Source: an optimization exercise on an open RTL-to-GDS flow (aim: small area). Production flows keep margins and buffers that such runs may drop.
RTL that was checked went through simulation tests only; none was proved equivalent to the original.
No functional check of the RTL was part of run 4.
Power is estimated from default activity; no workload was simulated.

**flow/flow/run.sh**
```bash
#!/bin/bash
set -euo pipefail
here=$(pwd)
bash standard.sh \
  "POST_FLOORPLAN_TCL=$here/flow/downsize.tcl" \
  "BUFFER_PORTS_ARGS=-buffer_cell sky130_fd_sc_hd__buf_1" \
  "CTS_ARGS=-sink_clustering_enable -repair_clock_nets -sink_clustering_size 14 -sink_clustering_max_diameter 60 -buf_list sky130_fd_sc_hd__clkbuf_8 -dont_use_dummy_load" \
  finish > standard.log 2>&1
```
**flow/flow/downsize.tcl**
```tcl
# POST_FLOORPLAN hook: every logic cell that synthesis mapped to a larger
# drive strength is set back to the smallest cell of its family (same
# function and pins). The placement and routing steps that follow upsize or
# buffer again wherever slew, capacitance or timing need it.
set downsize_map {
  sky130_fd_sc_hd__a2111o_2 sky130_fd_sc_hd__a2111o_1
  sky130_fd_sc_hd__a2111o_4 sky130_fd_sc_hd__a2111o_1
  sky130_fd_sc_hd__a2111oi_1 sky130_fd_sc_hd__a2111oi_0
  sky130_fd_sc_hd__a2111oi_2 sky130_fd_sc_hd__a2111oi_0
  sky130_fd_sc_hd__a2111oi_4 sky130_fd_sc_hd__a2111oi_0
  sky130_fd_sc_hd__a211o_2 sky130_fd_sc_hd__a211o_1
  sky130_fd_sc_hd__a211o_4 sky130_fd_sc_hd__a211o_1
  sky130_fd_sc_hd__a211oi_2 sky130_fd_sc_hd__a211oi_1
  sky130_fd_sc_hd__a211oi_4 sky130_fd_sc_hd__a211oi_1
  sky130_fd_sc_hd__a21bo_4 sky130_fd_sc_hd__a21bo_1
  sky130_fd_sc_hd__a21boi_2 sky130_fd_sc_hd__a21boi_0
  sky130_fd_sc_hd__a21boi_4 sky130_fd_sc_hd__a21boi_0
  sky130_fd_sc_hd__a21o_2 sky130_fd_sc_hd__a21o_1
  sky130_fd_sc_hd__a21o_4 sky130_fd_sc_hd__a21o_1
  sky130_fd_sc_hd__a21oi_2 sky130_fd_sc_hd__a21oi_1
  sky130_fd_sc_hd__a21oi_4 sky130_fd_sc_hd__a21oi_1
  sky130_fd_sc_hd__a221o_2 sky130_fd_sc_hd__a221o_1
  sky130_fd_sc_hd__a221o_4 sky130_fd_sc_hd__a221o_1
  sky130_fd_sc_hd__a221oi_2 sky130_fd_sc_hd__a221oi_1
  sky130_fd_sc_hd__a221oi_4 sky130_fd_sc_hd__a221oi_1
  sky130_fd_sc_hd__a22o_2 sky130_fd_sc_hd__a22o_1
  sky130_fd_sc_hd__a22o_4 sky130_fd_sc_hd__a22o_1
  sky130_fd_sc_hd__a22oi_2 sky130_fd_sc_hd__a22oi_1
  sky130_fd_sc_hd__a22oi_4 sky130_fd_sc_hd__a22oi_1
  sky130_fd_sc_hd__a2bb2o_2 sky130_fd_sc_hd__a2bb2o_1
  sky130_fd_sc_hd__a2bb2o_4 sky130_fd_sc_hd__a2bb2o_1
  sky130_fd_sc_hd__a2bb2oi_2 sky130_fd_sc_hd__a2bb2oi_1
  sky130_fd_sc_hd__a2bb2oi_4 sky130_fd_sc_hd__a2bb2oi_1
  sky130_fd_sc_hd__a311o_2 sky130_fd_sc_hd__a311o_1
  sky130_fd_sc_hd__a311o_4 sky130_fd_sc_hd__a311o_1
  sky130_fd_sc_hd__a311oi_2 sky130_fd_sc_hd__a311oi_1
  sky130_fd_sc_hd__a311oi_4 sky130_fd_sc_hd__a311oi_1
  sky130_fd_sc_hd__a31o_4 sky130_fd_sc_hd__a31o_1
  sky130_fd_sc_hd__a31oi_2 sky130_fd_sc_hd__a31oi_1
  sky130_fd_sc_hd__a31oi_4 sky130_fd_sc_hd__a31oi_1
  sky130_fd_sc_hd__a32o_2 sky130_fd_sc_hd__a32o_1
  sky130_fd_sc_hd__a32o_4 sky130_fd_sc_hd__a32o_1
  sky130_fd_sc_hd__a32oi_2 sky130_fd_sc_hd__a32oi_1
  sky130_fd_sc_hd__a32oi_4 sky130_fd_sc_hd__a32oi_1
  sky130_fd_sc_hd__a41o_2 sky130_fd_sc_hd__a41o_1
  sky130_fd_sc_hd__a41o_4 sky130_fd_sc_hd__a41o_1
  sky130_fd_sc_hd__a41oi_2 sky130_fd_sc_hd__a41oi_1
  sky130_fd_sc_hd__a41oi_4 sky130_fd_sc_hd__a41oi_1
  sky130_fd_sc_hd__and2_2 sky130_fd_sc_hd__and2_0
  sky130_fd_sc_hd__and2_4 sky130_fd_sc_hd__and2_0
  sky130_fd_sc_hd__and2b_2 sky130_fd_sc_hd__and2b_1
  sky130_fd_sc_hd__and2b_4 sky130_fd_sc_hd__and2b_1
  sky130_fd_sc_hd__and3_2 sky130_fd_sc_hd__and3_1
  sky130_fd_sc_hd__and3_4 sky130_fd_sc_hd__and3_1
  sky130_fd_sc_hd__and3b_2 sky130_fd_sc_hd__and3b_1
  sky130_fd_sc_hd__and3b_4 sky130_fd_sc_hd__and3b_1
  sky130_fd_sc_hd__and4_2 sky130_fd_sc_hd__and4_1
  sky130_fd_sc_hd__and4_4 sky130_fd_sc_hd__and4_1
  sky130_fd_sc_hd__and4b_2 sky130_fd_sc_hd__and4b_1
  sky130_fd_sc_hd__and4b_4 sky130_fd_sc_hd__and4b_1
  sky130_fd_sc_hd__and4bb_4 sky130_fd_sc_hd__and4bb_1
  sky130_fd_sc_hd__dfbbn_2 sky130_fd_sc_hd__dfbbn_1
  sky130_fd_sc_hd__dfrbp_2 sky130_fd_sc_hd__dfrbp_1
  sky130_fd_sc_hd__dfrtp_2 sky130_fd_sc_hd__dfrtp_1
  sky130_fd_sc_hd__dfrtp_4 sky130_fd_sc_hd__dfrtp_1
  sky130_fd_sc_hd__dfsbp_2 sky130_fd_sc_hd__dfsbp_1
  sky130_fd_sc_hd__dfstp_4 sky130_fd_sc_hd__dfstp_1
  sky130_fd_sc_hd__dfxbp_2 sky130_fd_sc_hd__dfxbp_1
  sky130_fd_sc_hd__dfxtp_2 sky130_fd_sc_hd__dfxtp_1
  sky130_fd_sc_hd__dfxtp_4 sky130_fd_sc_hd__dfxtp_1
  sky130_fd_sc_hd__dlrbn_2 sky130_fd_sc_hd__dlrbn_1
  sky130_fd_sc_hd__dlrbp_2 sky130_fd_sc_hd__dlrbp_1
  sky130_fd_sc_hd__dlrtn_4 sky130_fd_sc_hd__dlrtn_1
  sky130_fd_sc_hd__dlrtp_2 sky130_fd_sc_hd__dlrtp_1
  sky130_fd_sc_hd__dlrtp_4 sky130_fd_sc_hd__dlrtp_1
  sky130_fd_sc_hd__dlxbn_2 sky130_fd_sc_hd__dlxbn_1
  sky130_fd_sc_hd__dlxtn_2 sky130_fd_sc_hd__dlxtn_1
  sky130_fd_sc_hd__dlxtn_4 sky130_fd_sc_hd__dlxtn_1
  sky130_fd_sc_hd__fa_2 sky130_fd_sc_hd__fa_1
  sky130_fd_sc_hd__fa_4 sky130_fd_sc_hd__fa_1
  sky130_fd_sc_hd__ha_2 sky130_fd_sc_hd__ha_1
  sky130_fd_sc_hd__ha_4 sky130_fd_sc_hd__ha_1
  sky130_fd_sc_hd__maj3_2 sky130_fd_sc_hd__maj3_1
  sky130_fd_sc_hd__maj3_4 sky130_fd_sc_hd__maj3_1
  sky130_fd_sc_hd__mux2_4 sky130_fd_sc_hd__mux2_1
  sky130_fd_sc_hd__mux2_8 sky130_fd_sc_hd__mux2_1
  sky130_fd_sc_hd__mux2i_2 sky130_fd_sc_hd__mux2i_1
  sky130_fd_sc_hd__mux2i_4 sky130_fd_sc_hd__mux2i_1
  sky130_fd_sc_hd__mux4_1 sky130_fd_sc_hd__mux4_2
  sky130_fd_sc_hd__mux4_4 sky130_fd_sc_hd__mux4_2
  sky130_fd_sc_hd__nand2_2 sky130_fd_sc_hd__nand2_1
  sky130_fd_sc_hd__nand2_4 sky130_fd_sc_hd__nand2_1
  sky130_fd_sc_hd__nand2_8 sky130_fd_sc_hd__nand2_1
  sky130_fd_sc_hd__nand2b_2 sky130_fd_sc_hd__nand2b_1
  sky130_fd_sc_hd__nand2b_4 sky130_fd_sc_hd__nand2b_1
  sky130_fd_sc_hd__nand3_2 sky130_fd_sc_hd__nand3_1
  sky130_fd_sc_hd__nand3_4 sky130_fd_sc_hd__nand3_1
  sky130_fd_sc_hd__nand3b_2 sky130_fd_sc_hd__nand3b_1
  sky130_fd_sc_hd__nand3b_4 sky130_fd_sc_hd__nand3b_1
  sky130_fd_sc_hd__nand4_2 sky130_fd_sc_hd__nand4_1
  sky130_fd_sc_hd__nand4_4 sky130_fd_sc_hd__nand4_1
  sky130_fd_sc_hd__nand4b_2 sky130_fd_sc_hd__nand4b_1
  sky130_fd_sc_hd__nand4b_4 sky130_fd_sc_hd__nand4b_1
  sky130_fd_sc_hd__nand4bb_2 sky130_fd_sc_hd__nand4bb_1
  sky130_fd_sc_hd__nand4bb_4 sky130_fd_sc_hd__nand4bb_1
  sky130_fd_sc_hd__nor2_2 sky130_fd_sc_hd__nor2_1
  sky130_fd_sc_hd__nor2_4 sky130_fd_sc_hd__nor2_1
  sky130_fd_sc_hd__nor2_8 sky130_fd_sc_hd__nor2_1
  sky130_fd_sc_hd__nor2b_2 sky130_fd_sc_hd__nor2b_1
  sky130_fd_sc_hd__nor2b_4 sky130_fd_sc_hd__nor2b_1
  sky130_fd_sc_hd__nor3_2 sky130_fd_sc_hd__nor3_1
  sky130_fd_sc_hd__nor3_4 sky130_fd_sc_hd__nor3_1
  sky130_fd_sc_hd__nor3b_2 sky130_fd_sc_hd__nor3b_1
  sky130_fd_sc_hd__nor3b_4 sky130_fd_sc_hd__nor3b_1
  sky130_fd_sc_hd__nor4_2 sky130_fd_sc_hd__nor4_1
  sky130_fd_sc_hd__nor4_4 sky130_fd_sc_hd__nor4_1
  sky130_fd_sc_hd__nor4b_2 sky130_fd_sc_hd__nor4b_1
  sky130_fd_sc_hd__nor4b_4 sky130_fd_sc_hd__nor4b_1
  sky130_fd_sc_hd__nor4bb_2 sky130_fd_sc_hd__nor4bb_1
  sky130_fd_sc_hd__nor4bb_4 sky130_fd_sc_hd__nor4bb_1
  sky130_fd_sc_hd__o2111a_2 sky130_fd_sc_hd__o2111a_1
  sky130_fd_sc_hd__o2111a_4 sky130_fd_sc_hd__o2111a_1
  sky130_fd_sc_hd__o2111ai_2 sky130_fd_sc_hd__o2111ai_1
  sky130_fd_sc_hd__o2111ai_4 sky130_fd_sc_hd__o2111ai_1
  sky130_fd_sc_hd__o211a_4 sky130_fd_sc_hd__o211a_1
  sky130_fd_sc_hd__o211ai_2 sky130_fd_sc_hd__o211ai_1
  sky130_fd_sc_hd__o211ai_4 sky130_fd_sc_hd__o211ai_1
  sky130_fd_sc_hd__o21a_2 sky130_fd_sc_hd__o21a_1
  sky130_fd_sc_hd__o21a_4 sky130_fd_sc_hd__o21a_1
  sky130_fd_sc_hd__o21ai_2 sky130_fd_sc_hd__o21ai_0
  sky130_fd_sc_hd__o21ai_4 sky130_fd_sc_hd__o21ai_0
  sky130_fd_sc_hd__o21ba_4 sky130_fd_sc_hd__o21ba_1
  sky130_fd_sc_hd__o21bai_2 sky130_fd_sc_hd__o21bai_1
  sky130_fd_sc_hd__o21bai_4 sky130_fd_sc_hd__o21bai_1
  sky130_fd_sc_hd__o221a_4 sky130_fd_sc_hd__o221a_1
  sky130_fd_sc_hd__o221ai_2 sky130_fd_sc_hd__o221ai_1
  sky130_fd_sc_hd__o221ai_4 sky130_fd_sc_hd__o221ai_1
  sky130_fd_sc_hd__o22a_2 sky130_fd_sc_hd__o22a_1
  sky130_fd_sc_hd__o22a_4 sky130_fd_sc_hd__o22a_1
  sky130_fd_sc_hd__o22ai_2 sky130_fd_sc_hd__o22ai_1
  sky130_fd_sc_hd__o22ai_4 sky130_fd_sc_hd__o22ai_1
  sky130_fd_sc_hd__o2bb2a_2 sky130_fd_sc_hd__o2bb2a_1
  sky130_fd_sc_hd__o2bb2a_4 sky130_fd_sc_hd__o2bb2a_1
  sky130_fd_sc_hd__o2bb2ai_2 sky130_fd_sc_hd__o2bb2ai_1
  sky130_fd_sc_hd__o2bb2ai_4 sky130_fd_sc_hd__o2bb2ai_1
  sky130_fd_sc_hd__o311a_2 sky130_fd_sc_hd__o311a_1
  sky130_fd_sc_hd__o311a_4 sky130_fd_sc_hd__o311a_1
  sky130_fd_sc_hd__o311ai_2 sky130_fd_sc_hd__o311ai_0
  sky130_fd_sc_hd__o311ai_4 sky130_fd_sc_hd__o311ai_0
  sky130_fd_sc_hd__o31a_2 sky130_fd_sc_hd__o31a_1
  sky130_fd_sc_hd__o31a_4 sky130_fd_sc_hd__o31a_1
  sky130_fd_sc_hd__o31ai_2 sky130_fd_sc_hd__o31ai_1
  sky130_fd_sc_hd__o31ai_4 sky130_fd_sc_hd__o31ai_1
  sky130_fd_sc_hd__o32a_2 sky130_fd_sc_hd__o32a_1
  sky130_fd_sc_hd__o32a_4 sky130_fd_sc_hd__o32a_1
  sky130_fd_sc_hd__o32ai_2 sky130_fd_sc_hd__o32ai_1
  sky130_fd_sc_hd__o32ai_4 sky130_fd_sc_hd__o32ai_1
  sky130_fd_sc_hd__o41a_2 sky130_fd_sc_hd__o41a_1
  sky130_fd_sc_hd__o41a_4 sky130_fd_sc_hd__o41a_1
  sky130_fd_sc_hd__o41ai_2 sky130_fd_sc_hd__o41ai_1
  sky130_fd_sc_hd__o41ai_4 sky130_fd_sc_hd__o41ai_1
  sky130_fd_sc_hd__or2_4 sky130_fd_sc_hd__or2_0
  sky130_fd_sc_hd__or2b_2 sky130_fd_sc_hd__or2b_1
  sky130_fd_sc_hd__or2b_4 sky130_fd_sc_hd__or2b_1
  sky130_fd_sc_hd__or3_2 sky130_fd_sc_hd__or3_1
  sky130_fd_sc_hd__or3_4 sky130_fd_sc_hd__or3_1
  sky130_fd_sc_hd__or3b_4 sky130_fd_sc_hd__or3b_1
  sky130_fd_sc_hd__or4_2 sky130_fd_sc_hd__or4_1
  sky130_fd_sc_hd__or4_4 sky130_fd_sc_hd__or4_1
  sky130_fd_sc_hd__or4b_4 sky130_fd_sc_hd__or4b_1
  sky130_fd_sc_hd__or4bb_2 sky130_fd_sc_hd__or4bb_1
  sky130_fd_sc_hd__or4bb_4 sky130_fd_sc_hd__or4bb_1
  sky130_fd_sc_hd__sdfbbn_2 sky130_fd_sc_hd__sdfbbn_1
  sky130_fd_sc_hd__sdfrbp_2 sky130_fd_sc_hd__sdfrbp_1
  sky130_fd_sc_hd__sdfrtp_2 sky130_fd_sc_hd__sdfrtp_1
  sky130_fd_sc_hd__sdfrtp_4 sky130_fd_sc_hd__sdfrtp_1
  sky130_fd_sc_hd__sdfsbp_2 sky130_fd_sc_hd__sdfsbp_1
  sky130_fd_sc_hd__sdfstp_2 sky130_fd_sc_hd__sdfstp_1
  sky130_fd_sc_hd__sdfstp_4 sky130_fd_sc_hd__sdfstp_1
  sky130_fd_sc_hd__sdfxbp_2 sky130_fd_sc_hd__sdfxbp_1
  sky130_fd_sc_hd__sdfxtp_2 sky130_fd_sc_hd__sdfxtp_1
  sky130_fd_sc_hd__sdfxtp_4 sky130_fd_sc_hd__sdfxtp_1
  sky130_fd_sc_hd__sedfxbp_2 sky130_fd_sc_hd__sedfxbp_1
  sky130_fd_sc_hd__sedfxtp_2 sky130_fd_sc_hd__sedfxtp_1
  sky130_fd_sc_hd__sedfxtp_4 sky130_fd_sc_hd__sedfxtp_1
  sky130_fd_sc_hd__xnor2_2 sky130_fd_sc_hd__xnor2_1
  sky130_fd_sc_hd__xnor2_4 sky130_fd_sc_hd__xnor2_1
  sky130_fd_sc_hd__xnor3_2 sky130_fd_sc_hd__xnor3_1
  sky130_fd_sc_hd__xnor3_4 sky130_fd_sc_hd__xnor3_1
  sky130_fd_sc_hd__xor2_2 sky130_fd_sc_hd__xor2_1
  sky130_fd_sc_hd__xor2_4 sky130_fd_sc_hd__xor2_1
  sky130_fd_sc_hd__xor3_2 sky130_fd_sc_hd__xor3_1
  sky130_fd_sc_hd__xor3_4 sky130_fd_sc_hd__xor3_1
}
set n_down 0
foreach inst [get_cells *] {
  set master [get_property $inst ref_name]
  if { [dict exists $downsize_map $master] } {
    set target [dict get $downsize_map $master]
    replace_cell $inst [get_lib_cells */$target]
    incr n_down
  }
}
puts "downsize: replaced $n_down cells"
```
**flow/standard.sh**
```bash
#!/bin/bash
# synth_recipe.tcl (not shown) runs the flow's synth.tcl, then flattens the netlist and writes it again
# the make line also repeats each setting of config.mk as NAME=value (left out here)
make -C /OpenROAD-flow-scripts/flow DESIGN_CONFIG=/design/flow/config.mk WORK_HOME=/design/flow/orfs CLKGATE_MAP_FILE= SYNTH_SCRIPT=/design/flow/synth_recipe.tcl "${@:-finish}"
```
**flow/config.mk**
```make
export PLATFORM = sky130hd
export DESIGN_NAME = conv2D_int16
export DESIGN_NICKNAME = conv2D_int16
export VERILOG_FILES = /design/flow/design.v
export SDC_FILE = /design/flow/constraint.sdc
export NUM_CORES = 4
export LEC_CHECK = 0
export CAP_MARGIN = 20
export CORE_MARGIN = 2
export CORE_UTILIZATION = 45
export CTS_BUF_LIST = sky130_fd_sc_hd__clkbuf_8
export CTS_CLUSTER_DIAMETER = 60
export CTS_CLUSTER_SIZE = 14
export GPL_TIMING_DRIVEN = 1
export PLACE_DENSITY = 0.6
export SLEW_MARGIN = 20
export SYNTH_HIERARCHICAL = 1
export SYNTH_MINIMUM_KEEP_SIZE = 0
```
**flow/constraint.sdc**
```tcl
create_clock -name core_clock -period 16.0 [get_ports {S_AXIS_ACLK}]
set_input_delay 3.2000 -clock core_clock [delete_from_list [all_inputs] [get_ports {S_AXIS_ACLK}]]
set_output_delay 3.2000 -clock core_clock [all_outputs]
set_load 0.01 [all_outputs]
```
**flow/design.v**
```verilog
`timescale 1ns / 1ps
module conv2D_int16(
    input wire  M_AXIS_ACLK,
    input wire  M_AXIS_ARESETN,
    input wire  S_AXIS_ACLK,
    input wire  S_AXIS_ARESETN,
    output wire  M_AXIS_TVALID,
    output wire [15:0] M_AXIS_TDATA,
    output wire [1:0] M_AXIS_TKEEP,
    output wire  M_AXIS_TLAST,
    input wire  M_AXIS_TREADY,
    output wire  S_AXIS_TREADY,
    input wire [15:0] S_AXIS_TDATA,
    input wire [1:0] S_AXIS_TKEEP,
    input wire  S_AXIS_TLAST,
    input wire  S_AXIS_TVALID
    );
    localparam IDLE = 3'd0, FILTER = 3'd1, FILL = 3'd2, STREAM = 3'd3, DRAIN = 3'd4;
    reg [2:0] state;
    reg [1:0] row;       
    reg [1:0] col;       
    wire RX = M_AXIS_TREADY && S_AXIS_TVALID;
    wire s_idle   = state == IDLE;
    wire s_filter = state == FILTER;
    wire s_fill   = state == FILL;
    wire s_stream = state == STREAM;
    wire s_drain  = state == DRAIN;
    wire ph0 = row == 2'd0;
    wire ph1 = row == 2'd1;
    wire ph2 = row == 2'd2;
    wire take = (s_fill || s_stream) && RX;          
    wire pad  = s_drain && !ph2;                     
    wire adv  = take || pad;                         
    assign S_AXIS_TREADY = M_AXIS_TREADY;
    assign M_AXIS_TKEEP  = 2'b11;
    assign M_AXIS_TLAST  = s_drain;
    assign M_AXIS_TVALID = ph2 && (s_drain || (s_stream && S_AXIS_TVALID));
    reg [15:0] f [0:8];
    integer i;
    always @(posedge S_AXIS_ACLK) begin
        if ((s_idle || s_filter) && RX) begin
            f[0] <= S_AXIS_TDATA;
            for (i = 1; i < 9; i = i + 1) f[i] <= f[i-1];
        end
    end
    wire [15:0] cA = ({16{ph0}} & f[2]) | ({16{ph1}} & f[5]) | ({16{ph2}} & f[8]);  
    wire [15:0] cB = ({16{ph0}} & f[1]) | ({16{ph1}} & f[4]) | ({16{ph2}} & f[7]);  
    wire [15:0] cC = ({16{ph0}} & f[0]) | ({16{ph1}} & f[3]) | ({16{ph2}} & f[6]);  
    wire [15:0] x = S_AXIS_TDATA & {16{take}};
    wire [16:0] xe = {x, 1'b0};
    wire [7:0] one, two, neg;
    genvar k;
    generate for (k = 0; k < 8; k = k + 1) begin : enc
        assign one[k] = xe[2*k] ^ xe[2*k+1];
        assign two[k] = (xe[2*k+2] & ~xe[2*k+1] & ~xe[2*k]) | (~xe[2*k+2] & xe[2*k+1] & xe[2*k]);
        assign neg[k] = xe[2*k+2];
    end endgenerate
    reg [15:0] O, P0, P1, P2;
    wire [15:0] sA, sB, sC;
    mac16 mA (.one(one), .two(two), .neg(neg), .c(cA), .acc(P0), .y(sA));
    mac16 mB (.one(one), .two(two), .neg(neg), .c(cB), .acc(P1), .y(sB));
    mac16 mC (.one(one), .two(two), .neg(neg), .c(cC), .acc(P2), .y(sC));
    wire shift = adv && ph0;
    always @(posedge S_AXIS_ACLK) begin
        if (shift) O <= sA;
        P0 <= shift ? sB : sA;
        P1 <= shift ? sC : sB;
        P2 <= shift ? 16'd0 : sC;
    end
    assign M_AXIS_TDATA = O;
    always @(posedge S_AXIS_ACLK) begin
        if (!S_AXIS_ARESETN) begin
            state <= IDLE;
            row   <= 2'd0;
            col   <= 2'd0;
        end else begin
            if (adv) row <= ph2 ? 2'd0 : row + 2'd1;
            case (state)
                IDLE: begin
                    if (RX) state <= FILTER;
                    else begin
                        row <= 2'd0;
                        col <= 2'd0;
                    end
                end
                FILTER: if (RX && S_AXIS_TLAST) state <= FILL;
                FILL: if (RX) begin
                    if (ph2) col <= col + 2'd1;
                    if (ph0 && col == 2'd3) state <= STREAM;
                end
                STREAM: if (RX && S_AXIS_TLAST) state <= DRAIN;
                DRAIN: if (ph2 && M_AXIS_TREADY) state <= IDLE;
                default: state <= IDLE;
            endcase
        end
    end
endmodule
module mac16(input wire [7:0] one, input wire [7:0] two, input wire [7:0] neg, input wire [15:0] c, input wire [15:0] acc, output wire [15:0] y);
wire p1;
wire p2;
wire p3;
wire p4;
wire p5;
wire p6;
wire p7;
wire p8;
wire p9;
wire p10;
wire p11;
wire p12;
wire p13;
wire p14;
wire p15;
wire p16;
wire p17;
wire p18;
wire p19;
wire p20;
wire p21;
wire p22;
wire p23;
wire p24;
wire p25;
wire p26;
wire p27;
wire p28;
wire p29;
wire p30;
wire p31;
wire p32;
wire p33;
wire p34;
wire p35;
wire p36;
wire p37;
wire p38;
wire p39;
wire p40;
wire p41;
wire p42;
wire p43;
wire p44;
wire p45;
wire p46;
wire p47;
wire p48;
wire p49;
wire p50;
wire p51;
wire p52;
wire p53;
wire p54;
wire p55;
wire p56;
wire p57;
wire p58;
wire p59;
wire p60;
wire p61;
wire p62;
wire p63;
wire p64;
wire p65;
wire p66;
wire p67;
wire p68;
wire p69;
wire p70;
wire p71;
wire p72;
wire s73;
wire k74;
wire s75;
wire k76;
wire s77;
wire k78;
wire s79;
wire k80;
wire s81;
wire k82;
wire s83;
wire k84;
wire s85;
wire k86;
wire s87;
wire k88;
wire s89;
wire k90;
wire s91;
wire k92;
wire s93;
wire k94;
wire s95;
wire k96;
wire s97;
wire k98;
wire s99;
wire k100;
wire s101;
wire k102;
wire s103;
wire k104;
wire s105;
wire k106;
wire s107;
wire k108;
wire s109;
wire k110;
wire s111;
wire k112;
wire s113;
wire k114;
wire s115;
wire k116;
wire s117;
wire k118;
wire s119;
wire k120;
wire s121;
wire k122;
wire s123;
wire k124;
wire s125;
wire k126;
wire s127;
wire k128;
wire s129;
wire k130;
wire s131;
wire k132;
wire s133;
wire k134;
wire s135;
wire k136;
wire s137;
wire k138;
wire s139;
wire k140;
wire s141;
wire k142;
wire s143;
wire k144;
wire s145;
wire k146;
wire s147;
wire k148;
wire s149;
wire k150;
wire s151;
wire k152;
wire s153;
wire k154;
wire s155;
wire k156;
wire s157;
wire k158;
wire s159;
wire k160;
wire s161;
wire k162;
wire s163;
wire k164;
wire s165;
wire k166;
wire s167;
wire k168;
wire s169;
wire k170;
wire s171;
wire k172;
wire s173;
wire k174;
wire s175;
wire k176;
wire s177;
wire k178;
wire s179;
wire k180;
wire s181;
wire k182;
wire s183;
wire k184;
wire s185;
wire k186;
wire s187;
wire k188;
wire s189;
wire k190;
wire s191;
wire k192;
wire s193;
wire k194;
wire s195;
wire k196;
wire s197;
wire k198;
wire s199;
wire k200;
wire s201;
wire s202;
wire s203;
wire s204;
wire s205;
wire s206;
wire s207;
wire s208;
assign p1 = (c[0] & one[0]) ^ neg[0];
assign p2 = ((c[1] & one[0]) | (c[0] & two[0])) ^ neg[0];
assign p3 = ((c[2] & one[0]) | (c[1] & two[0])) ^ neg[0];
assign p4 = ((c[3] & one[0]) | (c[2] & two[0])) ^ neg[0];
assign p5 = ((c[4] & one[0]) | (c[3] & two[0])) ^ neg[0];
assign p6 = ((c[5] & one[0]) | (c[4] & two[0])) ^ neg[0];
assign p7 = ((c[6] & one[0]) | (c[5] & two[0])) ^ neg[0];
assign p8 = ((c[7] & one[0]) | (c[6] & two[0])) ^ neg[0];
assign p9 = ((c[8] & one[0]) | (c[7] & two[0])) ^ neg[0];
assign p10 = ((c[9] & one[0]) | (c[8] & two[0])) ^ neg[0];
assign p11 = ((c[10] & one[0]) | (c[9] & two[0])) ^ neg[0];
assign p12 = ((c[11] & one[0]) | (c[10] & two[0])) ^ neg[0];
assign p13 = ((c[12] & one[0]) | (c[11] & two[0])) ^ neg[0];
assign p14 = ((c[13] & one[0]) | (c[12] & two[0])) ^ neg[0];
assign p15 = ((c[14] & one[0]) | (c[13] & two[0])) ^ neg[0];
assign p16 = ((c[15] & one[0]) | (c[14] & two[0])) ^ neg[0];
assign p17 = (c[0] & one[1]) ^ neg[1];
assign p18 = ((c[1] & one[1]) | (c[0] & two[1])) ^ neg[1];
assign p19 = ((c[2] & one[1]) | (c[1] & two[1])) ^ neg[1];
assign p20 = ((c[3] & one[1]) | (c[2] & two[1])) ^ neg[1];
assign p21 = ((c[4] & one[1]) | (c[3] & two[1])) ^ neg[1];
assign p22 = ((c[5] & one[1]) | (c[4] & two[1])) ^ neg[1];
assign p23 = ((c[6] & one[1]) | (c[5] & two[1])) ^ neg[1];
assign p24 = ((c[7] & one[1]) | (c[6] & two[1])) ^ neg[1];
assign p25 = ((c[8] & one[1]) | (c[7] & two[1])) ^ neg[1];
assign p26 = ((c[9] & one[1]) | (c[8] & two[1])) ^ neg[1];
assign p27 = ((c[10] & one[1]) | (c[9] & two[1])) ^ neg[1];
assign p28 = ((c[11] & one[1]) | (c[10] & two[1])) ^ neg[1];
assign p29 = ((c[12] & one[1]) | (c[11] & two[1])) ^ neg[1];
assign p30 = ((c[13] & one[1]) | (c[12] & two[1])) ^ neg[1];
assign p31 = (c[0] & one[2]) ^ neg[2];
assign p32 = ((c[1] & one[2]) | (c[0] & two[2])) ^ neg[2];
assign p33 = ((c[2] & one[2]) | (c[1] & two[2])) ^ neg[2];
assign p34 = ((c[3] & one[2]) | (c[2] & two[2])) ^ neg[2];
assign p35 = ((c[4] & one[2]) | (c[3] & two[2])) ^ neg[2];
assign p36 = ((c[5] & one[2]) | (c[4] & two[2])) ^ neg[2];
assign p37 = ((c[6] & one[2]) | (c[5] & two[2])) ^ neg[2];
assign p38 = ((c[7] & one[2]) | (c[6] & two[2])) ^ neg[2];
assign p39 = ((c[8] & one[2]) | (c[7] & two[2])) ^ neg[2];
assign p40 = ((c[9] & one[2]) | (c[8] & two[2])) ^ neg[2];
assign p41 = ((c[10] & one[2]) | (c[9] & two[2])) ^ neg[2];
assign p42 = ((c[11] & one[2]) | (c[10] & two[2])) ^ neg[2];
assign p43 = (c[0] & one[3]) ^ neg[3];
assign p44 = ((c[1] & one[3]) | (c[0] & two[3])) ^ neg[3];
assign p45 = ((c[2] & one[3]) | (c[1] & two[3])) ^ neg[3];
assign p46 = ((c[3] & one[3]) | (c[2] & two[3])) ^ neg[3];
assign p47 = ((c[4] & one[3]) | (c[3] & two[3])) ^ neg[3];
assign p48 = ((c[5] & one[3]) | (c[4] & two[3])) ^ neg[3];
assign p49 = ((c[6] & one[3]) | (c[5] & two[3])) ^ neg[3];
assign p50 = ((c[7] & one[3]) | (c[6] & two[3])) ^ neg[3];
assign p51 = ((c[8] & one[3]) | (c[7] & two[3])) ^ neg[3];
assign p52 = ((c[9] & one[3]) | (c[8] & two[3])) ^ neg[3];
assign p53 = (c[0] & one[4]) ^ neg[4];
assign p54 = ((c[1] & one[4]) | (c[0] & two[4])) ^ neg[4];
assign p55 = ((c[2] & one[4]) | (c[1] & two[4])) ^ neg[4];
assign p56 = ((c[3] & one[4]) | (c[2] & two[4])) ^ neg[4];
assign p57 = ((c[4] & one[4]) | (c[3] & two[4])) ^ neg[4];
assign p58 = ((c[5] & one[4]) | (c[4] & two[4])) ^ neg[4];
assign p59 = ((c[6] & one[4]) | (c[5] & two[4])) ^ neg[4];
assign p60 = ((c[7] & one[4]) | (c[6] & two[4])) ^ neg[4];
assign p61 = (c[0] & one[5]) ^ neg[5];
assign p62 = ((c[1] & one[5]) | (c[0] & two[5])) ^ neg[5];
assign p63 = ((c[2] & one[5]) | (c[1] & two[5])) ^ neg[5];
assign p64 = ((c[3] & one[5]) | (c[2] & two[5])) ^ neg[5];
assign p65 = ((c[4] & one[5]) | (c[3] & two[5])) ^ neg[5];
assign p66 = ((c[5] & one[5]) | (c[4] & two[5])) ^ neg[5];
assign p67 = (c[0] & one[6]) ^ neg[6];
assign p68 = ((c[1] & one[6]) | (c[0] & two[6])) ^ neg[6];
assign p69 = ((c[2] & one[6]) | (c[1] & two[6])) ^ neg[6];
assign p70 = ((c[3] & one[6]) | (c[2] & two[6])) ^ neg[6];
assign p71 = (c[0] & one[7]) ^ neg[7];
assign p72 = ((c[1] & one[7]) | (c[0] & two[7])) ^ neg[7];
fa_cell us73 (.a(acc[0]), .b(neg[0]), .c(p1), .s(s73), .co(k74));
fa_cell us75 (.a(acc[1]), .b(p2), .c(k74), .s(s75), .co(k76));
fa_cell us77 (.a(acc[2]), .b(neg[1]), .c(p3), .s(s77), .co(k78));
fa_cell us79 (.a(p17), .b(s77), .c(k76), .s(s79), .co(k80));
fa_cell us81 (.a(acc[3]), .b(p4), .c(p18), .s(s81), .co(k82));
fa_cell us83 (.a(k78), .b(s81), .c(k80), .s(s83), .co(k84));
fa_cell us85 (.a(acc[4]), .b(neg[2]), .c(p5), .s(s85), .co(k86));
fa_cell us87 (.a(p19), .b(p31), .c(k82), .s(s87), .co(k88));
fa_cell us89 (.a(s85), .b(s87), .c(k84), .s(s89), .co(k90));
fa_cell us91 (.a(acc[5]), .b(p6), .c(p20), .s(s91), .co(k92));
fa_cell us93 (.a(p32), .b(k86), .c(s91), .s(s93), .co(k94));
fa_cell us95 (.a(k88), .b(s93), .c(k90), .s(s95), .co(k96));
fa_cell us97 (.a(acc[6]), .b(neg[3]), .c(p7), .s(s97), .co(k98));
fa_cell us99 (.a(p21), .b(p33), .c(p43), .s(s99), .co(k100));
fa_cell us101 (.a(k92), .b(s97), .c(s99), .s(s101), .co(k102));
fa_cell us103 (.a(k94), .b(s101), .c(k96), .s(s103), .co(k104));
fa_cell us105 (.a(acc[7]), .b(p8), .c(p22), .s(s105), .co(k106));
fa_cell us107 (.a(p34), .b(p44), .c(k98), .s(s107), .co(k108));
fa_cell us109 (.a(k100), .b(s105), .c(k102), .s(s109), .co(k110));
fa_cell us111 (.a(s107), .b(s109), .c(k104), .s(s111), .co(k112));
fa_cell us113 (.a(acc[8]), .b(neg[4]), .c(p9), .s(s113), .co(k114));
fa_cell us115 (.a(p23), .b(p35), .c(p45), .s(s115), .co(k116));
fa_cell us117 (.a(p53), .b(k106), .c(s113), .s(s117), .co(k118));
fa_cell us119 (.a(s115), .b(k108), .c(s117), .s(s119), .co(k120));
fa_cell us121 (.a(k110), .b(s119), .c(k112), .s(s121), .co(k122));
fa_cell us123 (.a(acc[9]), .b(p10), .c(p24), .s(s123), .co(k124));
fa_cell us125 (.a(p36), .b(p46), .c(p54), .s(s125), .co(k126));
fa_cell us127 (.a(k114), .b(k116), .c(s123), .s(s127), .co(k128));
fa_cell us129 (.a(s125), .b(k118), .c(s127), .s(s129), .co(k130));
fa_cell us131 (.a(k120), .b(s129), .c(k122), .s(s131), .co(k132));
fa_cell us133 (.a(acc[10]), .b(neg[5]), .c(p11), .s(s133), .co(k134));
fa_cell us135 (.a(p25), .b(p37), .c(p47), .s(s135), .co(k136));
fa_cell us137 (.a(p55), .b(p61), .c(k124), .s(s137), .co(k138));
fa_cell us139 (.a(k126), .b(s133), .c(s135), .s(s139), .co(k140));
fa_cell us141 (.a(k128), .b(s137), .c(s139), .s(s141), .co(k142));
fa_cell us143 (.a(k130), .b(s141), .c(k132), .s(s143), .co(k144));
fa_cell us145 (.a(acc[11]), .b(p12), .c(p26), .s(s145), .co(k146));
fa_cell us147 (.a(p38), .b(p48), .c(p56), .s(s147), .co(k148));
fa_cell us149 (.a(p62), .b(k134), .c(k136), .s(s149), .co(k150));
fa_cell us151 (.a(s145), .b(s147), .c(k138), .s(s151), .co(k152));
fa_cell us153 (.a(k140), .b(s149), .c(s151), .s(s153), .co(k154));
fa_cell us155 (.a(k142), .b(s153), .c(k144), .s(s155), .co(k156));
fa_cell us157 (.a(acc[12]), .b(neg[6]), .c(p13), .s(s157), .co(k158));
fa_cell us159 (.a(p27), .b(p39), .c(p49), .s(s159), .co(k160));
fa_cell us161 (.a(p57), .b(p63), .c(p67), .s(s161), .co(k162));
fa_cell us163 (.a(k146), .b(k148), .c(s157), .s(s163), .co(k164));
fa_cell us165 (.a(s159), .b(s161), .c(k150), .s(s165), .co(k166));
fa_cell us167 (.a(s163), .b(k152), .c(s165), .s(s167), .co(k168));
fa_cell us169 (.a(k154), .b(s167), .c(k156), .s(s169), .co(k170));
fa_cell us171 (.a(acc[13]), .b(p14), .c(p28), .s(s171), .co(k172));
fa_cell us173 (.a(p40), .b(p50), .c(p58), .s(s173), .co(k174));
fa_cell us175 (.a(p64), .b(p68), .c(k158), .s(s175), .co(k176));
fa_cell us177 (.a(k160), .b(k162), .c(s171), .s(s177), .co(k178));
fa_cell us179 (.a(s173), .b(k164), .c(s175), .s(s179), .co(k180));
fa_cell us181 (.a(s177), .b(k166), .c(s179), .s(s181), .co(k182));
fa_cell us183 (.a(k168), .b(s181), .c(k170), .s(s183), .co(k184));
fa_cell us185 (.a(acc[14]), .b(neg[7]), .c(p15), .s(s185), .co(k186));
fa_cell us187 (.a(p29), .b(p41), .c(p51), .s(s187), .co(k188));
fa_cell us189 (.a(p59), .b(p65), .c(p69), .s(s189), .co(k190));
fa_cell us191 (.a(p71), .b(k172), .c(k174), .s(s191), .co(k192));
fa_cell us193 (.a(s185), .b(s187), .c(s189), .s(s193), .co(k194));
fa_cell us195 (.a(k176), .b(k178), .c(s191), .s(s195), .co(k196));
fa_cell us197 (.a(s193), .b(k180), .c(s195), .s(s197), .co(k198));
fa_cell us199 (.a(k182), .b(s197), .c(k184), .s(s199), .co(k200));
assign s201 = acc[15] ^ p16 ^ p30;
assign s202 = p42 ^ p52 ^ p60;
assign s203 = p66 ^ p70 ^ p72;
assign s204 = k186 ^ k188 ^ k190;
assign s205 = s201 ^ s202 ^ s203;
assign s206 = k192 ^ k194 ^ s204;
assign s207 = s205 ^ k196 ^ s206;
assign s208 = k198 ^ s207 ^ k200;
assign y = {s208, s199, s183, s169, s155, s143, s131, s121, s111, s103, s95, s89, s83, s79, s75, s73};
endmodule
module fa_cell(input wire a, input wire b, input wire c, output wire s, output wire co);
assign s = a ^ b ^ c;
assign co = (a & b) | (a & c) | (b & c);
endmodule
module ha_cell(input wire a, input wire b, output wire s, output wire co);
assign s = a ^ b;
assign co = a & b;
endmodule
```
==> impl_metrics.toml, run 1 <==
[outcome]
status = "finished clean"

[synth]
synth.top_cell.area_share = 0.2891
synthCells = 1336
synth.distinct_cells = 41
seq_area_frac_synth = 0.3553
yosys.area.top_type = "edfxtp_1"
yosysWarnings = 8
synth_most_common_cell = "xnor2_1"
ys_ff_latch = 215
syn_avg_cell_area_um2 = 12.44
syn_area_mm2 = 0.01662
ys_top_cells_by_count = "256 x xnor2_1, 192 x a22oi_1, 192 x fa_1"
synth-edff-count = 160
async_reset_ff_frac = 0
synthTopCellsByArea = "edfxtp_1 29%, fa_1 23%, xnor2_1 13%"
yosys_most_used_dff = "edfxtp_1"

[pwr]
switching_power_uw = 419.2
combPwrFrac = 0.245
worst_ir_drop_vdd_uv = 57.69
p_clk_frac = 0.236
power_leakage_nw = 5.957
intPower_uw = 985.5
swShare = 0.2984
power.density_mw_per_mm2 = 81.73
seq_power_share = 0.519

[timing]
rsz0062_at_grt = "false"
clock_skew_ps = 42.91
whs_ps = 422.6
hold_violations = 0
maxSlewHeadroom = 0.2307
min_period_ps = 12400
finalCritPeriodShare = 0.7748
worst_pin_slew_ps = 1154
fmax_mhz = 80.67
drv_slew = 0
fin_setup_tns_ps = 0
setup_viol = 0

[clock_network]
cts.path.max_buffers = 3
htreeDepth = 1
root_buffer = "clkbuf_8"
cts_buffers = 25
cts_tree = "built"
postCtsSetupBuffers = 0
cts.sinks = 215
worstSkewPairLatency_ps = 590
clk_pin_slew_worst_paths_ps = 90
hold_buffers = 0
cts_resized = 0

[global_route]
grt_pass1_vias = 11190
antenna_found_initial = 0
overflow = 0
grt_max_degree = 88
grt_first_pass_wirelength_um = 65670
grtUsageTotal = 0.2233

[route]
vias = 10340
firstDrtPassIters = 5
wl_um = 41800
wl_met2_um = 19510
wl_met1_um = 18410
wl_per_cell_um = 23.68
drtIter0Drc = 887
wl_met3_um = 2955
top_layer = "met4"
viasPerCell = 5.857
drc = 0
postRouteAntennaNets = 0

[hold_path]
hold_path_class = "reg2reg"

[die]
start_util = 0.4551
fp.dieArea_mm2 = 0.03849
die_x_um = 196.2
rows = 70
ioPinCount = 46
core_mm2 = 0.03652
die_h_um = 196.2

[placed_design]
port_buffers = 39
gp_congestion = 0.8226
dp.final_hpwl_um = 27350

[setup_path]
crit_fanout = 26
startpoint_type = "input pin"
path_class = "in2reg"
critical_path_required_ps = 16460
arrival_ps = 12860
setup.worst_path.end_class = "flip-flop"

[finish]
nets = 1517
nFillCells = 3275
diodes = 0
drive_above_1_share = 0.08404
area_growth_pct = 3.418

[flow_run]
maxCapViolations = 0
-- kinds of logic (layout without fill, tap and decap cells) --
| group | count (synthesis) | in the layout | share of synthesized area |
|---|---|---|---|
| mux | 82 | 82 | 0.05902 |
| other cells | 1 | 2 | 0.0002256 |
| compound gates | 258 | 258 | 0.1086 |
| flops | 215 | 215 | 0.3553 |
| xor+xnor | 269 | 269 | 0.1442 |
| fa+ha+maj | 193 | 193 | 0.2320 |
| buf+inv | 168 | 128 | 0.05616 |
| simple gates | 150 | 150 | 0.04442 |
-- cell usage in the layout, fill, tap and decap left out, types with 25 or more instances in the layout --
master and count:
o21ai_0 40, nand2_1 84, edfxtp_1 160, buf_1 39
a22oi_1 192, buf_4 61, dfxtp_1 54, xnor2_1 256
mux2_1 32, clkbuf_8 25, mux2i_1 50, fa_1 192
-- routing by layer --
| metal | global-route usage | vias to the layer above |
|---|---|---|
| li1 | - | 4510 |
| met1 | 0.3147 | 5320 |
| met2 | 0.3597 | 427 |
| met3 | 0.03301 | 81 |
| met4 | 0.06678 | 0 |
| met5 | 0 | - |
-- path summary, 6_finish.rpt --
| kind | from | endpoint | slack [ps] | cells after the start |
|---|---|---|---|---|
| setup / recovery | M_AXIS_TREADY | P1[15] | 3600 | 26 |
| hold / removal | f[0][14] | f[1][14] | 420 | 0 |
| hold reg to reg | f[0][14] | f[1][14] | 420 | 0 |
| setup reg to reg | state[1] | P1[15] | 5960 | 25 |
-- per-module statistics from Yosys (local to each module, per instance) --
module	cells inside	cell area [um^2]	times used	flops+latches
conv2D_int16	532	8167	1	215
fa_cell	1	20.02	192	0
mac16	204	1536	3	0
-- area by class of cell --
cell class	count	area [um^2]	area share
inverters	2	7.507	0.0004368
repair buffers	101	631.9	0.03676
multi-input cells	954	9709	0.5649
flip-flops and latches	215	5909	0.3438
well taps	468	585.6	0.03407
clock buffers	25	344.1	0.02002
-- power groups by stage --
stage | logic (mW) | registers, mW | clock network, mW
after floorplan | 0.368 | 0.738 | 0
after global placement | 0.335 | 0.742 | 0
after detailed placement | 0.347 | 0.742 | 0
after CTS | 0.348 | 0.732 | 0.345
after global routing | 0.394 | 0.740 | 0.361
final | 0.345 | 0.729 | 0.331
-- per-stage QoR --
stage | setup slack, ps | util | instance area, um^2 | cells | power, mW
final | 3603 | 0.4706 | 17190 | 1765 | 1.405
after global routing | 3281 | 0.4706 | 17190 | 1765 | 1.495
after CTS | 3643 | 0.4699 | 17160 | 1764 | 1.424
after detailed placement | 3035 | 0.4604 | 16820 | 1739 | 1.089
after global placement | 3140 | 0.4604 | 16820 | 1739 | 1.076
after floorplan | 2043 | - | 16620 | 1337 | 1.106
-- sequential cells by signal, summed over array words and instances (netlist names) --
register  cells
col           2
state         3
P0           16
P1           16
P2           16
O            16
row           2
f           144
-- worst max-delay path, stage by stage --
cell and delay (ps):
buf_1 250, and4b_1 670, and2_4 560, nor2b_4 540
a22oi_1 190, xnor2_1 200, fa_1 460, fa_1 420
fa_1 410, fa_1 410, fa_1 420, fa_1 420
fa_1 400, fa_1 420, fa_1 390, fa_1 400
fa_1 400, fa_1 410, fa_1 400, fa_1 390
xor2_1 160, xnor2_1 180, xnor3_1 430, xnor2_1 210
xnor2_1 170, mux2_1 320
==> inputs of run 2 (changes only) <==
==> flow/flow/run.sh (replaced) <==
#!/bin/bash
set -euo pipefail
here=$(pwd)
bash standard.sh \
  "POST_FLOORPLAN_TCL=$here/flow/downsize.tcl" \
  "BUFFER_PORTS_ARGS=-buffer_cell sky130_fd_sc_hd__buf_1" \
  "CTS_ARGS=-sink_clustering_enable -repair_clock_nets -sink_clustering_size 8 -sink_clustering_max_diameter 40 -buf_list sky130_fd_sc_hd__clkbuf_4 -dont_use_dummy_load" \
  finish > standard.log 2>&1
--- a/flow/flow/downsize.tcl
+++ b/flow/flow/downsize.tcl
@@ -202,3 +202,6 @@
   }
 }
 puts "downsize: replaced $n_down cells"
+# Buffers that synthesis (abc) inserted are removed here; the placement
+# step's repair_design buffers again only where slew or capacitance need it.
+remove_buffers
--- a/flow/config.mk
+++ b/flow/config.mk
@@ -11,7 +11,7 @@
 export CTS_BUF_LIST = sky130_fd_sc_hd__clkbuf_8
 export CTS_CLUSTER_DIAMETER = 60
 export CTS_CLUSTER_SIZE = 14
-export GPL_TIMING_DRIVEN = 1
+export GPL_TIMING_DRIVEN = 0
 export PLACE_DENSITY = 0.6
 export SLEW_MARGIN = 20
 export SYNTH_HIERARCHICAL = 1
==> run 2 against run 1 <==
  * Sequential power about the same
  * Worst hold slack got worse by 15 ps
  * Power decreased by 1.5%
  * First-iteration DRC count decreased by 2.4%
  * Largest cell class unchanged
  * Final area increased by 1.7%
==> impl_metrics.toml, run 2 <==
[outcome]
status = "finished clean"

[pwr]
intPower_uw = 961.8
switching_power_uw = 421.7
swShare = 0.3048
p_clk_frac = 0.226
power_leakage_nw = 6.029
worst_ir_drop_vdd_uv = 38.98
power.density_mw_per_mm2 = 79.18
seq_power_share = 0.528
combPwrFrac = 0.246

[die]
core_mm2 = 0.03652
die_h_um = 196.2
die_x_um = 196.2
fp.dieArea_mm2 = 0.03849
rows = 70
start_util = 0.4551
ioPinCount = 46

[route]
postRouteAntennaNets = 0
wl_um = 40280
vias = 10270
drtIter0Drc = 866
viasPerCell = 5.801
wl_per_cell_um = 22.74
drc = 0
firstDrtPassIters = 6

[synth]
syn_avg_cell_area_um2 = 12.44
synth-edff-count = 160
synthTopCellsByArea = "edfxtp_1 29%, fa_1 23%, xnor2_1 13%"
synth_most_common_cell = "xnor2_1"
yosys.area.top_type = "edfxtp_1"
ys_top_cells_by_count = "256 x xnor2_1, 192 x a22oi_1, 192 x fa_1"
seq_area_frac_synth = 0.3553
synth.top_cell.area_share = 0.2891
async_reset_ff_frac = 0
synth.distinct_cells = 41
yosysWarnings = 8
ys_ff_latch = 215
syn_area_mm2 = 0.01662
yosys_most_used_dff = "edfxtp_1"
synthCells = 1336

[finish]
drive_above_1_share = 0.1029
largest_register_ffs = 144
layout.cells.non_filler = 1771
layout_commonest_cell = "xnor2_1"
utilization = 0.4784
largest_register = "f"
mostFrequentLayoutCells = "256 x xnor2_1, 192 x a22oi_1, 192 x fa_1, 160 x edfxtp_1, 84 x nand2_1"
area_growth_pct = 5.127
nets = 1522

[clock_network]
worstSkewPairLatency_ps = 710
cts_buffers = 41
hold_buffers = 0
cts_tree = "built"
cts_resized = 0
postCtsSetupBuffers = 0
root_buffer = "clkbuf_4"
clk_pin_slew_worst_paths_ps = 80
cts.path.max_buffers = 3
htreeDepth = 2
cts.sinks = 215

[placed_design]
port_buffers = 39
gp_congestion = 0.8218
dp.final_hpwl_um = 28530
placedCellCount = 1729

[hold_path]
hold_path_class = "reg2reg"

[setup_path]
startpoint_type = "input pin"
worstSetupEndpoint = "P0[15]"
cp_common_cell = "fa_1"
r2r_end = "P0[15]"
worst_path_largest_cell_delay_ps = 660
rrSetupSlack_ps = 5670
r2r_cells = 26
critical_path_required_ps = 16500
slowest_stage = "and4b_1"
path_class = "in2reg"
startpoint = "M_AXIS_TREADY"
setup.worst_path.end_class = "flip-flop"
crit_fanout = 28
arrival_ps = 13130
rr_startpoint = "state[1]"

[timing]
maxSlewHeadroom = 0.1753
clock_skew_ps = 89.69
fin_setup_tns_ps = 0
rsz0062_at_grt = "false"
worst_pin_slew_ps = 1224
setup_viol = 0
min_period_ps = 12620
fmax_mhz = 79.23
drv_slew = 0
hold_violations = 0
finalCritPeriodShare = 0.7888

[global_route]
grt_pass1_vias = 10990
antenna_found_initial = 2
overflow = 0
grtUsageTotal = 0.2183
grt_max_degree = 56
grt_first_pass_wirelength_um = 64520

[flow_run]
maxCapViolations = 0
-- run 2: worst min-delay path by stage --
stage	startpoint	endpoint	slack [ps]	cells after the start
6_report	f[3][8]	f[4][8]	410	0
5_1_grt	f[6][3]	f[7][3]	420	0
4_1_cts	f[1][15]	f[2][15]	420	0
3_5_place_dp	f[0][3]	f[1][3]	430	0
3_3_place_gp	f[4][0]	f[5][0]	430	0
2_1_floorplan	f[0][0]	f[1][0]	430	0
-- run 2: per-stage QoR --
stage	hold slack, ps	area [um^2]	setup slack (ps)	power (mW)
finish	407.7	17470	3379	1.383
detailed placement	430.7	17160	2735	1.085
floorplan	425.7	16620	2043	1.106
global placement	426.9	16280	-1941	1.071
global route	420.1	17470	2919	1.481
CTS	416.2	17470	3407	1.405
-- run 2: Yosys stat by module, one instance, submodules excluded --
module / copies in the design / cells inside / flops+latches
conv2D_int16: 1 / 532 / 215
mac16: 3 / 204 / 0
fa_cell: 192 / 1 / 0
-- run 2: logic make-up (layout without fill, tap and decap cells) --
family	Yosys count	after routing	synth area share
other	1	3	0.0002256
muxes	82	82	0.05902
AOI/OAI and AO/OA	258	258	0.1086
xor gates and xnor gates	269	269	0.1442
and+or+nand+nor	150	150	0.04442
DFF	215	215	0.3553
buffers and inverters	168	133	0.05616
adders and majority gates	193	193	0.2320
-- run 2: area by class of cell --
cell class                      count  area, um^2
Fill cell                        3268       19050
Timing Repair Buffer               90       844.6
Sequential cell                   215        5913
Multi-Input combinational cell    954        9811
Inverter                            2       7.507
Antenna cell                        1       2.502
Clock buffer                       41       307.8
Tap cell                          468       585.6
-- run 2: power by group through the flow --
stage	sequential (mW)	combinational [mW]	clock, mW
floorplan	0.738	0.368	0
global placement	0.751	0.320	0
detailed placement	0.742	0.343	0
CTS	0.732	0.344	0.329
global route	0.741	0.389	0.351
finish	0.730	0.340	0.313
-- run 2: routing by layer --
layer  up-vias  global-route usage  share of wire
li1       4547                   -              -
met1      5292              0.3062           0.44
met2       363              0.3484           0.47
met3        71             0.03851          0.068
met4         0             0.06538          0.023
met5         -                   0              0
-- run 2: critical path, delay by kind of cell --
family	cells	cell delay [ps]
buffers and inverters	2	510
AND/OR/NAND/NOR	3	1880
XOR/XNOR	6	1350
AO/OA/AOI/OAI	1	130
multiplexers	1	310
adder cells (fa/ha/maj)	14	5720
==> inputs of run 3 (changes only) <==
--- a/flow/flow/downsize.tcl
+++ b/flow/flow/downsize.tcl
@@ -202,6 +202,3 @@
   }
 }
 puts "downsize: replaced $n_down cells"
-# Buffers that synthesis (abc) inserted are removed here; the placement
-# step's repair_design buffers again only where slew or capacitance need it.
-remove_buffers
--- a/flow/config.mk
+++ b/flow/config.mk
@@ -11,7 +11,7 @@
 export CTS_BUF_LIST = sky130_fd_sc_hd__clkbuf_8
 export CTS_CLUSTER_DIAMETER = 60
 export CTS_CLUSTER_SIZE = 14
-export GPL_TIMING_DRIVEN = 0
+export GPL_TIMING_DRIVEN = 1
 export PLACE_DENSITY = 0.6
 export SLEW_MARGIN = 20
 export SYNTH_HIERARCHICAL = 1
==> run 3 against run 2 <==
  * Still clean on timing, DRC and antenna
  * Via count grew 2.3%
  * Worst setup slack gained 430 ps
  * Routed wire length grew 4.2%
  * Combinational power grew 1%
  * Register-to-register slack gained 400 ps
  * Sequential share of layout area grew 0.59 points
  * Non-clock buffer count grew 11
  * Count of clock-buffer cells in the layout grew 1
  * Utilization shrank 0.85 points
==> impl_metrics.toml, run 3 <==
[setup_path]
critical_path_required_ps = 16600
worst_path_largest_cell_delay_ps = 650
setup.worst_path.end_class = "flip-flop"
slowest_stage = "and4b_1"
cp.buffers_inverters = 1
crit_fanout = 26
critPathTopFamily = "adder cells"
path_class = "in2reg"
arrival_ps = 12790
cp_common_cell = "fa_1"
startpoint_type = "input pin"

[synth]
synth_top_family_by_area = "adder cells"
synth-xor-area-share = 0.1442
yosys.area_share.simple = 0.04442
async_reset_ff_frac = 0
ys_top_cells_by_count = "256 x xnor2_1, 192 x a22oi_1, 192 x fa_1"
synth_adder_area_share = 0.2320
syn_area_mm2 = 0.01662
synthCells = 1336
ys_ff_latch = 215
synth-compound-area-share = 0.1086
synth-edff-count = 160
muxShareOfSynthArea = 0.05902
synth.top_cell.area_share = 0.2891
yosys_most_used_dff = "edfxtp_1"
synth_most_common_cell = "xnor2_1"
syn_avg_cell_area_um2 = 12.44
seq_area_frac_synth = 0.3553
yosys.area.top_type = "edfxtp_1"
synth.distinct_cells = 41
synthTopCellsByArea = "edfxtp_1 29%, fa_1 23%, xnor2_1 13%"
yosysWarnings = 8

[placed_design]
gp_congestion = 0.8226
place_area_mm2 = 0.01682
dp.final_hpwl_um = 27350
placedCellCount = 1739
post-place-ws_ps = 3035
port_buffers = 39

[pwr]
power_leakage_nw = 5.970
finalPower_mw = 1.391
power.density_mw_per_mm2 = 81.04
worst_ir_drop_vdd_uv = 43.46

[global_route]
grtUsageTotal = 0.2263
overflow = 0
grt_max_degree = 88
grt_first_pass_wirelength_um = 66010
antenna_found_initial = 1
grt_pass1_vias = 11340

[timing]
timing.final.ws_setup_ps = 3812
finalCritPeriodShare = 0.7617
worst_pin_slew_ps = 1110
fmax_mhz = 82.05
whs_ps = 404.1
setup_viol = 0
fin_setup_tns_ps = 0
maxSlewHeadroom = 0.2575
min_period_ps = 12190
drv_slew = 0
clock_skew_ps = 103.7
rsz0062_at_grt = "false"
hold_violations = 0

[finish]
largest_register_ffs = 144
drive_above_1_share = 0.09589
mostFrequentLayoutCells = "256 x xnor2_1, 192 x a22oi_1, 192 x fa_1, 160 x edfxtp_1, 84 x nand2_1"
area_growth_pct = 3.260
largest_register = "f"
utilization = 0.4699
nets = 1534
layout.cells.non_filler = 1783
layout_commonest_cell = "xnor2_1"
final_area_mm2 = 0.01716

[route]
firstDrtPassIters = 17
viasPerCell = 5.892
wl_um = 41980
drtIter0Drc = 953
wl_per_cell_um = 23.55
postRouteAntennaNets = 0
drc = 0
vias = 10510

[die]
rows = 70
ioPinCount = 46
core_mm2 = 0.03652
die_h_um = 196.2
start_util = 0.4551
fp.dieArea_mm2 = 0.03849
die_x_um = 196.2

[clock_network]
cts.sinks = 215
cts_buffers = 42
cts_resized = 0
hold_buffers = 0
root_buffer = "clkbuf_4"
cts.path.max_buffers = 3
worstSkewPairLatency_ps = 740
postCtsSetupBuffers = 0
clk_pin_slew_worst_paths_ps = 90
cts_tree = "built"
htreeDepth = 2

[flow_run]
maxCapViolations = 0

[outcome]
status = "finished clean"

[hold_path]
hold_path_class = "reg2reg"
## run 3: changes by cell type in the layout (fill, tap and decap cells not counted), sizes merged
cell    delta
buf       +11
clkbuf     +1
## run 3: per-module statistics from Yosys, one instance, submodules excluded
module / flip-flops and latches / cells inside
conv2D_int16: 215 / 532
mac16: 0 / 204
fa_cell: 0 / 1
## run 3: per-layer routing
layer  track usage  up-vias  part of all wire
met2        0.3586      442              0.46
met1        0.3126     5407              0.44
met4       0.08614        0             0.028
met5             0        -                 0
li1              -     4559                 -
met3       0.03937       97             0.069
## run 3: cells by family after synthesis
| family | count (synthesis) |
|---|---|
| compound gates | 258 |
| xor+xnor | 269 |
| fa+ha+maj | 193 |
| buf+inv | 168 |
| flops | 215 |
| mux | 82 |
| other cells | 1 |
| simple gates | 150 |
## run 3: path summary, 6_finish.rpt
check | startpoint | end | slack (ps) | cells past startpoint
setup / recovery | M_AXIS_TREADY | P1[15] | 3810 | 26
hold / removal | f[6][11] | f[7][11] | 400 | 0
setup reg to reg | state[1] | P1[15] | 6070 | 25
hold reg to reg | f[6][11] | f[7][11] | 400 | 0
## run 3: layout make-up
class	count	area, um^2
multi-input cells	954	9709
repair buffers	101	631.9
diodes	1	2.502
well taps	468	585.6
inverters	2	7.507
fillers	3275	19360
clock buffers	42	315.3
flip-flops and latches	215	5909
## run 3: power by group
part	internal [mW]	total, mW	switching (mW)
sequential	0.685	0.729	0.0445
clock	0.120	0.317	0.197
combinational	0.162	0.345	0.182
==> inputs of run 4 (changes only) <==
--- a/flow/design.v
+++ b/flow/design.v
@@ -15,14 +15,14 @@
     input wire  S_AXIS_TLAST,
     input wire  S_AXIS_TVALID
     );
-    localparam IDLE = 3'd0, FILTER = 3'd1, FILL = 3'd2, STREAM = 3'd3, DRAIN = 3'd4;
+    localparam IDLE = 3'b000, FILTER = 3'b001, DRAIN = 3'b010, STREAM = 3'b011,
+               FILL0 = 3'b100, FILL3 = 3'b111;
     reg [2:0] state;
     reg [1:0] row;       
-    reg [1:0] col;       
     wire RX = M_AXIS_TREADY && S_AXIS_TVALID;
+    wire s_load   = state[2:1] == 2'b00;                 
     wire s_idle   = state == IDLE;
-    wire s_filter = state == FILTER;
-    wire s_fill   = state == FILL;
+    wire s_fill   = state[2];
     wire s_stream = state == STREAM;
     wire s_drain  = state == DRAIN;
     wire ph0 = row == 2'd0;
@@ -38,7 +38,7 @@
     reg [15:0] f [0:8];
     integer i;
     always @(posedge S_AXIS_ACLK) begin
-        if ((s_idle || s_filter) && RX) begin
+        if (s_load && RX) begin
             f[0] <= S_AXIS_TDATA;
             for (i = 1; i < 9; i = i + 1) f[i] <= f[i-1];
         end
@@ -72,26 +72,23 @@
         if (!S_AXIS_ARESETN) begin
             state <= IDLE;
             row   <= 2'd0;
-            col   <= 2'd0;
         end else begin
-            if (adv) row <= ph2 ? 2'd0 : row + 2'd1;
-            case (state)
-                IDLE: begin
-                    if (RX) state <= FILTER;
-                    else begin
-                        row <= 2'd0;
-                        col <= 2'd0;
+            if (adv) row <= {row[0], !row[1] && !row[0]};   
+            if (s_fill) begin
+                if (RX && ph2) state <= {1'b1, state[1] ^ state[0], !state[0]};   
+                if (RX && ph0 && state == FILL3) state <= STREAM;
+            end else begin
+                case (state)
+                    IDLE: begin
+                        if (RX) state <= FILTER;
+                        else row <= 2'd0;
                     end
-                end
-                FILTER: if (RX && S_AXIS_TLAST) state <= FILL;
-                FILL: if (RX) begin
-                    if (ph2) col <= col + 2'd1;
-                    if (ph0 && col == 2'd3) state <= STREAM;
-                end
-                STREAM: if (RX && S_AXIS_TLAST) state <= DRAIN;
-                DRAIN: if (ph2 && M_AXIS_TREADY) state <= IDLE;
-                default: state <= IDLE;
-            endcase
+                    FILTER: if (RX && S_AXIS_TLAST) state <= FILL0;
+                    STREAM: if (RX && S_AXIS_TLAST) state <= DRAIN;
+                    DRAIN: if (ph2 && M_AXIS_TREADY) state <= IDLE;
+                    default: state <= IDLE;
+                endcase
+            end
         end
     end
 endmodule
==> run 4 against run 3 <==
  * Final area decreased by 0.29%
  * Clock power is 2% lower
  * Worst hold slack improved by 7.9 ps
  * Die area is 0.97% lower
  * Maximum frequency down 1.0%
  * Sequential share of layout area fell by 0.15 points
  * First-iteration DRC count is 5.4% lower
  * Sequential power up 11%
  * Clock skew fell by 32 ps
  * Critical path depth up 2
==> impl_metrics.toml, run 4 <==
[synth]
synth-edff-count = 160
yosys_most_used_dff = "edfxtp_1"
synth.distinct_cells = 43
syn_area_mm2 = 0.01646
ys_ff_latch = 213
ys_top_cells_by_count = "256 x xnor2_1, 193 x a22oi_1, 192 x fa_1"
seq_area_frac_synth = 0.3564
yosysWarnings = 8
synth_most_common_cell = "xnor2_1"
synthCells = 1343
synth.top_cell.area_share = 0.2920
async_reset_ff_frac = 0
yosys.area.top_type = "edfxtp_1"
synthTopCellsByArea = "edfxtp_1 29%, fa_1 23%, xnor2_1 14%"
syn_avg_cell_area_um2 = 12.25

[setup_path]
setup.worst_path.end_class = "flip-flop"
path_class = "in2reg"
r2r_cells = 28
critPathTopFamily = "adder cells"
cp.depth = 28
cp.buffers_inverters = 2
startpoint_type = "input pin"
worst_path_largest_cell_delay_ps = 520
arrival_ps = 12870
crit_fanout = 34
critical_path_required_ps = 16560
slowest_stage = "nor2_1"
cp_common_cell = "fa_1"

[timing]
fin_setup_tns_ps = 0
drv_slew = 0
worst_pin_slew_ps = 1060
rsz0062_at_grt = "false"
min_period_ps = 12310
fmax_mhz = 81.22
setup_viol = 0
maxSlewHeadroom = 0.2933
hold_violations = 0
finalCritPeriodShare = 0.7695
clock_skew_ps = 72.06

[finish]
final_area_mm2 = 0.01711
mostFrequentLayoutCells = "256 x xnor2_1, 193 x a22oi_1, 192 x fa_1, 160 x edfxtp_1, 81 x nand2_1"
area_growth_pct = 3.984
ff_latch_area_mm2 = 0.005867
largest_register = "f"
utilization = 0.4708
drive_above_1_share = 0.1139
largest_register_ffs = 144
nFillCells = 3291
layout_commonest_cell = "xnor2_1"
layout.cells.non_filler = 1795
nets = 1549
multi_input_area_mm2 = 0.009703

[clock_network]
cts.sinks = 213
hold_buffers = 0
clk_pin_slew_worst_paths_ps = 90
worstSkewPairLatency_ps = 690
htreeDepth = 2
cts_buffers = 42
root_buffer = "clkbuf_4"
cts_resized = 0
cts.path.max_buffers = 3
cts_tree = "built"
postCtsSetupBuffers = 0

[route]
drc = 0
drtIter0Drc = 902
vias = 10480
wl_per_cell_um = 23.10
postRouteAntennaNets = 0
firstDrtPassIters = 6
wl_um = 41460
viasPerCell = 5.836

[global_route]
grt_first_pass_wirelength_um = 66650
grt_pass1_vias = 11550
overflow = 0
grt_max_degree = 82
antenna_found_initial = 2
grtUsageTotal = 0.2277

[pwr]
finalPower_mw = 2.000
seq_power_share = 0.406
worst_ir_drop_vdd_uv = 65.67
combPwrFrac = 0.439
switching_power_uw = 760.3
swShare = 0.3802
p_clk_frac = 0.155
intPower_mw = 1.239
power.density_mw_per_mm2 = 116.9
power_leakage_nw = 6.028

[hold_path]
min_path_cells = 0
hold_path_class = "reg2reg"

[die]
fp.dieArea_mm2 = 0.03811
rows = 70
die_h_um = 195.2
ioPinCount = 46
start_util = 0.4527
die_x_um = 195.2
core_mm2 = 0.03635

[placed_design]
dp.final_hpwl_um = 27950
gp_congestion = 0.8597
placedCellCount = 1752
port_buffers = 39
place_area_mm2 = 0.01679

[flow_run]
maxCapViolations = 0

[outcome]
status = "finished clean"
-- run 4: logic make-up after synthesis --
logic type | count (synthesis) | synth area share
DFF | 213 | 0.3564
other | 1 | 0.0002279
and+or+nand+nor | 155 | 0.04205
adders and majority gates | 196 | 0.2366
AOI/OAI and AO/OA | 263 | 0.1118
xor gates and xnor gates | 268 | 0.1451
muxes | 80 | 0.05109
buffers and inverters | 167 | 0.05657
-- run 4: power groups by stage --
stage	Clock (mW)	Combinational (mW)	Sequential, mW
after detailed placement	0	0.877	0.825
after CTS	0.323	0.880	0.815
final	0.310	0.878	0.812
after floorplan	0	0.727	0.827
after global routing	0.348	0.961	0.829
after global placement	0	0.855	0.826
-- run 4: area by class of cell --
type,instances,area share
diodes,1,0.0001462
clock buffers,42,0.01843
inverters,5,0.001097
multi-input cells,964,0.5671
flip-flops and latches,213,0.3429
well taps,468,0.03422
repair buffers,102,0.03619
-- run 4: per-module statistics from Yosys, one instance, submodules excluded --
module        flip-flops and latches  cells inside  times used  cell area, um^2
fa_cell                            0             1         192            20.02
mac16                              0           204           3             1536
conv2D_int16                     213           539           1             8003
-- run 4: stage by stage --
step                hold slack, ps  setup WS [ps]
floorplan                    425.7           2178
global placement             426.8           3095
detailed placement           432.8           2969
CTS                          417.6           3697
global route                 431.2           3206
finish                       412.0           3688
-- run 4: final timing paths --
path                  from        to  slack [ps]
min reg2reg       f[4][15]  f[5][15]         410
max reg2reg       state[0]    P1[15]        5820
max          M_AXIS_TREADY    P1[15]        3690
min               f[4][15]  f[5][15]         410
-- run 4: metal layers --
layer | up-vias | GRT usage | part of all wire
li1 | 4586 | - | -
met1 | 5329 | 0.3050 | 0.42
met2 | 442 | 0.3639 | 0.47
met3 | 115 | 0.04352 | 0.070
met4 | 4 | 0.09726 | 0.041
met5 | - | 0 | 0.00082

[port drivers added, routing unchanged]
Ports are ideal in the flow. The routed layouts listed here were re-timed in OpenROAD. Step 1 (the two cells are an assumption about what drives the block):
set clk [get_ports {S_AXIS_ACLK}]
set_driving_cell -lib_cell sky130_fd_sc_hd__clkbuf_16 $clk
set_driving_cell -lib_cell sky130_fd_sc_hd__buf_2 [delete_from_list [all_inputs] $clk]
Step 2 adds t to the input delays and takes it off the output delays; t is the mean of the earliest and latest rising clock arrival at the registers after step 1. Input paths then give back, and output paths get back, about the clock's delay inside the block. Three values: ideal, step 1, step 2; two values: the first two.
run | shift t [ns] | setup slack, ns | worst hold slack (ns) | worst setup path after step 2 | slew at the worst register clock pin (ns)
run 1 | 0.618 | 3.603 / 3.629 / 3.011 | 0.423 / 0.423 / 0.423 | input to register | 0.09 / 0.09
run 2 | 0.710 | 3.379 / 3.402 / 2.692 | 0.408 / 0.408 / 0.408 | input to register | 0.09 / 0.09
run 3 | 0.742 | 3.812 / 3.841 / 3.099 | 0.404 / 0.404 / 0.404 | input to register | 0.10 / 0.10
run 4 | 0.704 | 3.688 / 3.713 / 3.009 | 0.412 / 0.412 / 0.412 | input to register | 0.09 / 0.09
After both steps every run listed still meets setup and hold. The setup slack of run 3, which loses most, moves by +0.029 ns with the drivers and by -0.713 ns with both steps.
